What follows belongs to an exercise in optimizing a design on an open flow for small area, a short achievable clock period and few clock cycles; a production flow would make more cautious choices. In this exercise RTL edits were held to simulation tests only and were not proved equivalent to the original.

## run A
==> flow/design.v (excerpt) <==
module M1 (
	input logic Clock,
	input logic resetn,
	input logic [15:0] SRAM_read_data,
	input logic start,
	output logic [17:0] SRAM_address,
	output logic done,
	output logic [15:0] SRAM_write_data,
	output logic SRAM_we_n
);
For scale: ~1800 cells after synthesis, roughly 55 I/O pins, about 0.022 mm^2 of cells after synthesis.
Settings: LEC_CHECK=0, CAP_MARGIN=20, CORE_MARGIN=2, CORE_UTILIZATION=45, PLACE_DENSITY=0.6, SLEW_MARGIN=20; clock period 14.0 ns.
standard.sh (not shown) runs the stock make flow with config.mk's settings and CLKGATE_MAP_FILE= SYNTH_SCRIPT=/design/flow/synth_recipe.tcl, a recipe that flattens the netlist after the stock synthesis.
==> flow/flow/run.sh <==
#!/bin/bash
cat standard.sh > standard_sh.txt
export SETUP_SLACK_MARGIN=11.0
bash standard.sh > standard.log 2>&1
Run A | stages: all done | timing, DRC, antenna: all pass
Testbench counts of run A, summed over its fixed seeds: cycles 779,580.
Setup changes, run A to run B
--- a/flow/flow/run.sh
+++ b/flow/flow/run.sh
@@ -3 +3 @@
-export SETUP_SLACK_MARGIN=11.0
+export SETUP_SLACK_MARGIN=9.0
==> comparison <==
Run B finished end to end and its layout was clean on timing, DRC and antenna.
Going from run A to run B, data arrival time at the worst-slack endpoint higher; final instance area shows a reduction of 8.7%; post-route worst hold slack flat.
For run C, these inputs were changed with respect to run B:
==> flow/flow/run.sh <==
#!/bin/bash
export SETUP_SLACK_MARGIN=10.0
export CTS_BUF_LIST=sky130_fd_sc_hd__clkbuf_8
export CTS_CLUSTER_SIZE=30
bash standard.sh > standard.log 2>&1
[summary]
Compared run B against run C; estimated wirelength of the detail-placed design within noise. Of the two values seen for critical path capture point, ggc_r$_DFF_P_ was produced by run B and rbc_r$_DFF_P_ by run C. [compare] base=run B new=run C: final critical-path required period dropped 0.62 ns, final-layout fill cell count was more or less identical, routed wire length moved up, non-clock inverter total of the final layout comparable, worst setup slack +0.62 ns.

---

## amber
Another version of the RTL of M1 (not shown whole).
Size: roughly 340 flip-flops, about 55 I/O pins, ~22000 um2 of cells after synthesis.
clock: 14.0 ns
lec_check: 0
cap_margin: 20
core_margin: 2
core_utilization: 45
cts_cluster_diameter: 300
cts_cluster_size: 25
place_density: 0.6
slew_margin: 20
run.sh (not shown) runs the stock make flow with config.mk's settings and CLKGATE_MAP_FILE= SYNTH_SCRIPT=/design/flow/synth_recipe.tcl, a recipe that flattens the netlist after the stock synthesis.
Stock flow here: none of the scripts above is used.
amber completed; timing, DRC and antenna clean
Testbench counts of amber, summed over its fixed seeds: cycles 779,580.
Modified inputs, garnet compared to amber
Settings: CTS_CLUSTER_DIAMETER: 300 -> unset; CTS_CLUSTER_SIZE: 25 -> unset.
==> flow/flow/run.sh (new file) <==
#!/bin/bash
export SETUP_SLACK_MARGIN=10.0
export CTS_CLUSTER_SIZE=30
export CTS_CLUSTER_DIAMETER=200
bash standard.sh > standard.log 2>&1
==> flow/standard.sh (new file) <==
#!/bin/bash
# synth_recipe.tcl (not shown) runs the flow's synth.tcl, then flattens the netlist and writes it again
# the make line also repeats each setting of config.mk as NAME=value (left out here)
make -C /OpenROAD-flow-scripts/flow DESIGN_CONFIG=/design/flow/config.mk WORK_HOME=/design/flow/orfs CLKGATE_MAP_FILE= SYNTH_SCRIPT=/design/flow/synth_recipe.tcl "${@:-finish}"
removed: flow/run.sh
### Flow results
- Met1 layer usage reported by global route: garnet higher than amber
- Comparing amber and garnet, fraction of area in registers is lower on garnet.
- In the tables for amber and garnet, number of buffer and inverter instances along the worst setup path reads lower with garnet.
diff inputs: garnet => xenon
==> flow/flow/run.sh <==
#!/bin/bash
export SETUP_SLACK_MARGIN=10.0
export CTS_CLUSTER_SIZE=25
export CTS_CLUSTER_DIAMETER=300
export SYNTH_ARGS=-noabc
bash standard.sh > standard.log 2>&1
Notes after the runs:
xenon vs garnet, global-route wire length before repair went up by about 1.5%. On summed area of non-filler cells in the final layout, xenon and garnet are basically level. In the reports for xenon and garnet, the smaller final cell count belongs to xenon. | xor and xnor fraction of the mapped netlist area | lower: xenon |. | utilization | lower: garnet |. Any difference in area of the core between garnet and xenon is small enough to ignore. As far as number of fill cells in the layout is concerned, xenon and garnet perform about the same. Diff xenon..garnet | synthesized area | negligible. Count of inserted antenna diode cells | xenon above garnet. garnet vs xenon, timing startpoint of the critical path: win[0][1] vs win[0][0].
### xenon -> lagoon
Settings: SLEW_MARGIN changed from 20 to 0; CAP_MARGIN changed from 20 to 0.
==> flow/flow/run.sh <==
#!/bin/bash
export SETUP_SLACK_MARGIN=10.0
export CTS_CLUSTER_SIZE=25
export CTS_CLUSTER_DIAMETER=300
bash standard.sh > standard.log 2>&1
xenon has a lower synthesized cell count than lagoon. lagoon has completed all stages; timing, DRC and antenna checks passed. Via count across xenon and lagoon: no real change. When lagoon is measured against xenon, its area share of and/or/nand/nor cells after synthesis turns out 0.38 points higher. From xenon to lagoon the numbers moved as follows: smallest hold slack barely changed; fmax picked up an extra 2.5%; sum of routed wire length over all layers higher. xenon vs lagoon, end point of the critical path: flc_r vs flb_r[3].

---

M1 again, from the RTL that the note above started with.
==> flow/design.v (excerpt) <==
module M1 (
	input logic Clock,
	input logic resetn,
	input logic [15:0] SRAM_read_data,
	input logic start,
	output logic [17:0] SRAM_address,
	output logic done,
	output logic [15:0] SRAM_write_data,
	output logic SRAM_we_n
);
Settings: LEC_CHECK=0, CAP_MARGIN=20, CORE_MARGIN=2, CORE_UTILIZATION=45, PLACE_DENSITY=0.8, SLEW_MARGIN=20; clock period 14.0 ns.
standard.sh (not shown) runs the stock make flow with config.mk's settings and CLKGATE_MAP_FILE= SYNTH_SCRIPT=/design/flow/synth_recipe.tcl, a recipe that flattens the netlist after the stock synthesis.
==> flow/flow/run.sh <==
#!/bin/bash
export SETUP_SLACK_MARGIN=10.0
export CTS_CLUSTER_SIZE=25
export CTS_CLUSTER_DIAMETER=300
bash standard.sh > standard.log 2>&1
Testbench counts at the start, summed over its fixed seeds: cycles 779,580.
Next try:
==> flow/flow/run.sh (replaced) <==
#!/bin/bash
cat standard.sh > standard_sh.txt
export SETUP_SLACK_MARGIN=10.0
bash standard.sh > standard.log 2>&1
--- a/flow/config.mk
+++ b/flow/config.mk
@@ -9,4 +9,4 @@
 export CORE_MARGIN = 2
 export CORE_UTILIZATION = 45
-export PLACE_DENSITY = 0.8
+export PLACE_DENSITY = 0.6
 export SLEW_MARGIN = 20
Result:
- synthesized area is unchanged
- hold slack is better by 7.7 ps
Next try:
==> flow/flow/run.sh (replaced) <==
#!/bin/bash
export SETUP_SLACK_MARGIN=10.0
export CTS_CLUSTER_SIZE=25
export CTS_CLUSTER_DIAMETER=300
bash standard.sh > standard.log 2>&1
--- a/flow/config.mk
+++ b/flow/config.mk
@@ -8,5 +8,5 @@
 export CAP_MARGIN = 20
 export CORE_MARGIN = 2
-export CORE_UTILIZATION = 45
-export PLACE_DENSITY = 0.6
+export CORE_UTILIZATION = 60
+export PLACE_DENSITY = 0.75
 export SLEW_MARGIN = 20
The new run completed with no timing, DRC or antenna violations.
Sequential share of layout area came out higher by 1.5 points.
Maximum frequency came out lower by 0.51%.
Hold slack got worse by 13 ps.
Synthesized area does not change.
Utilization came out higher by 15 points.
Next try:
--- a/flow/config.mk
+++ b/flow/config.mk
@@ -8,5 +8,5 @@
 export CAP_MARGIN = 20
 export CORE_MARGIN = 2
-export CORE_UTILIZATION = 60
-export PLACE_DENSITY = 0.75
+export CORE_UTILIZATION = 45
+export PLACE_DENSITY = 0.7
 export SLEW_MARGIN = 20
Outcome: The changed run completed with no timing, DRC or antenna violations; final area rises by 0.38%; setup slack improves by 93 ps; wire length rises by 1.9%; sequential share of layout area falls by 0.13 points; hold slack improves by 13 ps; die area rises by 33%; final cell count rises by 7.0%.

---

main:
RTL: one of the versions met above, not the one the previous note started from.
Size in the first run: about 1800 cells after synthesis, roughly 340 flip-flops, ~55 I/O pins, ~22000 sq um of cells after synthesis.
Settings: LEC_CHECK=0, CAP_MARGIN=20, CORE_MARGIN=2, CORE_UTILIZATION=45, PLACE_DENSITY=0.6, SLEW_MARGIN=20; clock period 14.0 ns.
==> flow/flow/run.sh <==
#!/bin/bash
cat standard.sh > standard_sh.txt
export SETUP_SLACK_MARGIN=10.5
bash standard.sh > standard.log 2>&1
Testbench counts of main, summed over its fixed seeds: cycles 779,580.
The following lists how the feature branch was set up differently from main:
==> flow/run.sh (new file) <==
#!/bin/bash
# synth_recipe.tcl (not shown) runs the flow's synth.tcl, then flattens the netlist and writes it again
# the make line also repeats each setting of config.mk as NAME=value (left out here)
make -C /OpenROAD-flow-scripts/flow DESIGN_CONFIG=/design/flow/config.mk WORK_HOME=/design/flow/orfs CLKGATE_MAP_FILE= SYNTH_SCRIPT=/design/flow/synth_recipe.tcl finish
removed: flow/flow/run.sh
removed: flow/standard.sh
## What came out
Share of the clock period used by the worst path delta for the feature branch relative to main: 6.5 points higher. The feature branch ended up with a higher critical path arrival than main did. Comparing the feature branch and main, the higher minimum clock period after layout is on the feature branch. In the feature branch the share of the core filled with cells turned out 2.6 points lower than in main. Per the comparison of the feature branch with main, number of violations of the max-capacitance limit flat; delay contributed by the slowest stage of the critical path up 0.31 ns.

---

M1, a different RTL version from the one above (not shown whole).
For scale: about 360 flip-flops, about 55 I/O pins, roughly 0.022 mm2 of cells after synthesis.
==> flow/config.mk <==
export PLATFORM = sky130hd
export DESIGN_NAME = M1
export DESIGN_NICKNAME = M1
export VERILOG_FILES = /design/flow/design.v
export SDC_FILE = /design/flow/constraint.sdc
export NUM_CORES = 4
export LEC_CHECK = 0
export CAP_MARGIN = 20
export CORE_MARGIN = 2
export CORE_UTILIZATION = 45
export PLACE_DENSITY = 0.6
export SLEW_MARGIN = 20
==> flow/constraint.sdc <==
create_clock -name core_clock -period 14.0 [get_ports {Clock}]
set_input_delay 2.8000 -clock core_clock [delete_from_list [all_inputs] [get_ports {Clock}]]
set_output_delay 2.8000 -clock core_clock [all_outputs]
set_load 0.01 [all_outputs]
==> flow/flow/run.sh <==
#!/bin/bash
cat standard.sh > standard_sh.txt
export SETUP_SLACK_MARGIN=10.0
bash standard.sh > standard.log 2>&1
Testbench counts at the start, summed over its fixed seeds: cycles 779,580.
==> next run, changes <==
==> flow/run.sh (new file) <==
#!/bin/bash
# synth_recipe.tcl (not shown) runs the flow's synth.tcl, then flattens the netlist and writes it again
# the make line also repeats each setting of config.mk as NAME=value (left out here)
make -C /OpenROAD-flow-scripts/flow DESIGN_CONFIG=/design/flow/config.mk WORK_HOME=/design/flow/orfs CLKGATE_MAP_FILE= SYNTH_SCRIPT=/design/flow/synth_recipe.tcl finish
removed: flow/flow/run.sh
removed: flow/standard.sh
=> Via count decreases by 2.0%; area after synthesis does not change.

afterwards: timing with drivers on the ports:
The flow's constraints put no driver on any port. The routed layouts listed below were extracted and timed again, unchanged, in two steps.
Step 1: set_driving_cell puts a clkbuf_16 on Clock and a buf_2 on each other input, an assumption about the parent block.
Step 2, shift: input delay + t, output delay - t, t = (earliest + latest rising clock arrival at the registers) / 2. This alone moves slack from input paths to output paths.
Slacks: ideal ports / drivers / drivers and shift; pairs: ideal ports / drivers.
| run | t, ns | setup slack, ns | latest minus earliest clock arrival (ns) |
|---|---|---|---|
| run A | 0.631 | 9.839 / 9.839 / 9.839 | 0.029 / 0.030 |
| run B | 0.619 | 9.245 / 9.245 / 9.245 | 0.030 / 0.031 |
| run C | 0.730 | 9.869 / 9.853 / 9.617 | 0.031 / 0.030 |
| amber | 0.580 | 9.265 / 9.265 / 9.265 | 0.041 / 0.041 |
| garnet | 0.571 | 9.916 / 9.916 / 9.571 | 0.044 / 0.044 |
| xenon | 0.581 | 9.790 / 9.790 / 9.638 | 0.038 / 0.039 |
| lagoon | 0.585 | 9.893 / 9.893 / 9.534 | 0.041 / 0.042 |
| the first run of note 3 | 0.589 | 9.797 / 9.797 / 9.585 | 0.029 / 0.029 |
| the second run of note 3 | 0.615 | 9.884 / 9.884 / 9.549 | 0.027 / 0.028 |
| the third run of note 3 | 0.569 | 9.863 / 9.863 / 9.721 | 0.038 / 0.038 |
| the fourth run of note 3 | 0.569 | 9.956 / 9.956 / 9.615 | 0.040 / 0.039 |
| main | 0.639 | 9.848 / 9.848 / 9.848 | 0.038 / 0.038 |
| the feature branch | 0.619 | 8.943 / 8.943 / 8.943 | 0.030 / 0.030 |
| the first run of note 5 | 0.605 | 9.937 / 9.937 / 9.676 | 0.014 / 0.014 |
| the second run of note 5 | 0.599 | 9.275 / 9.275 / 9.275 | 0.029 / 0.029 |
After both steps setup and hold are still met in every run listed. For lagoon, which loses most, drivers alone change the setup slack by 0.000 ns; drivers and shift together by -0.359 ns.
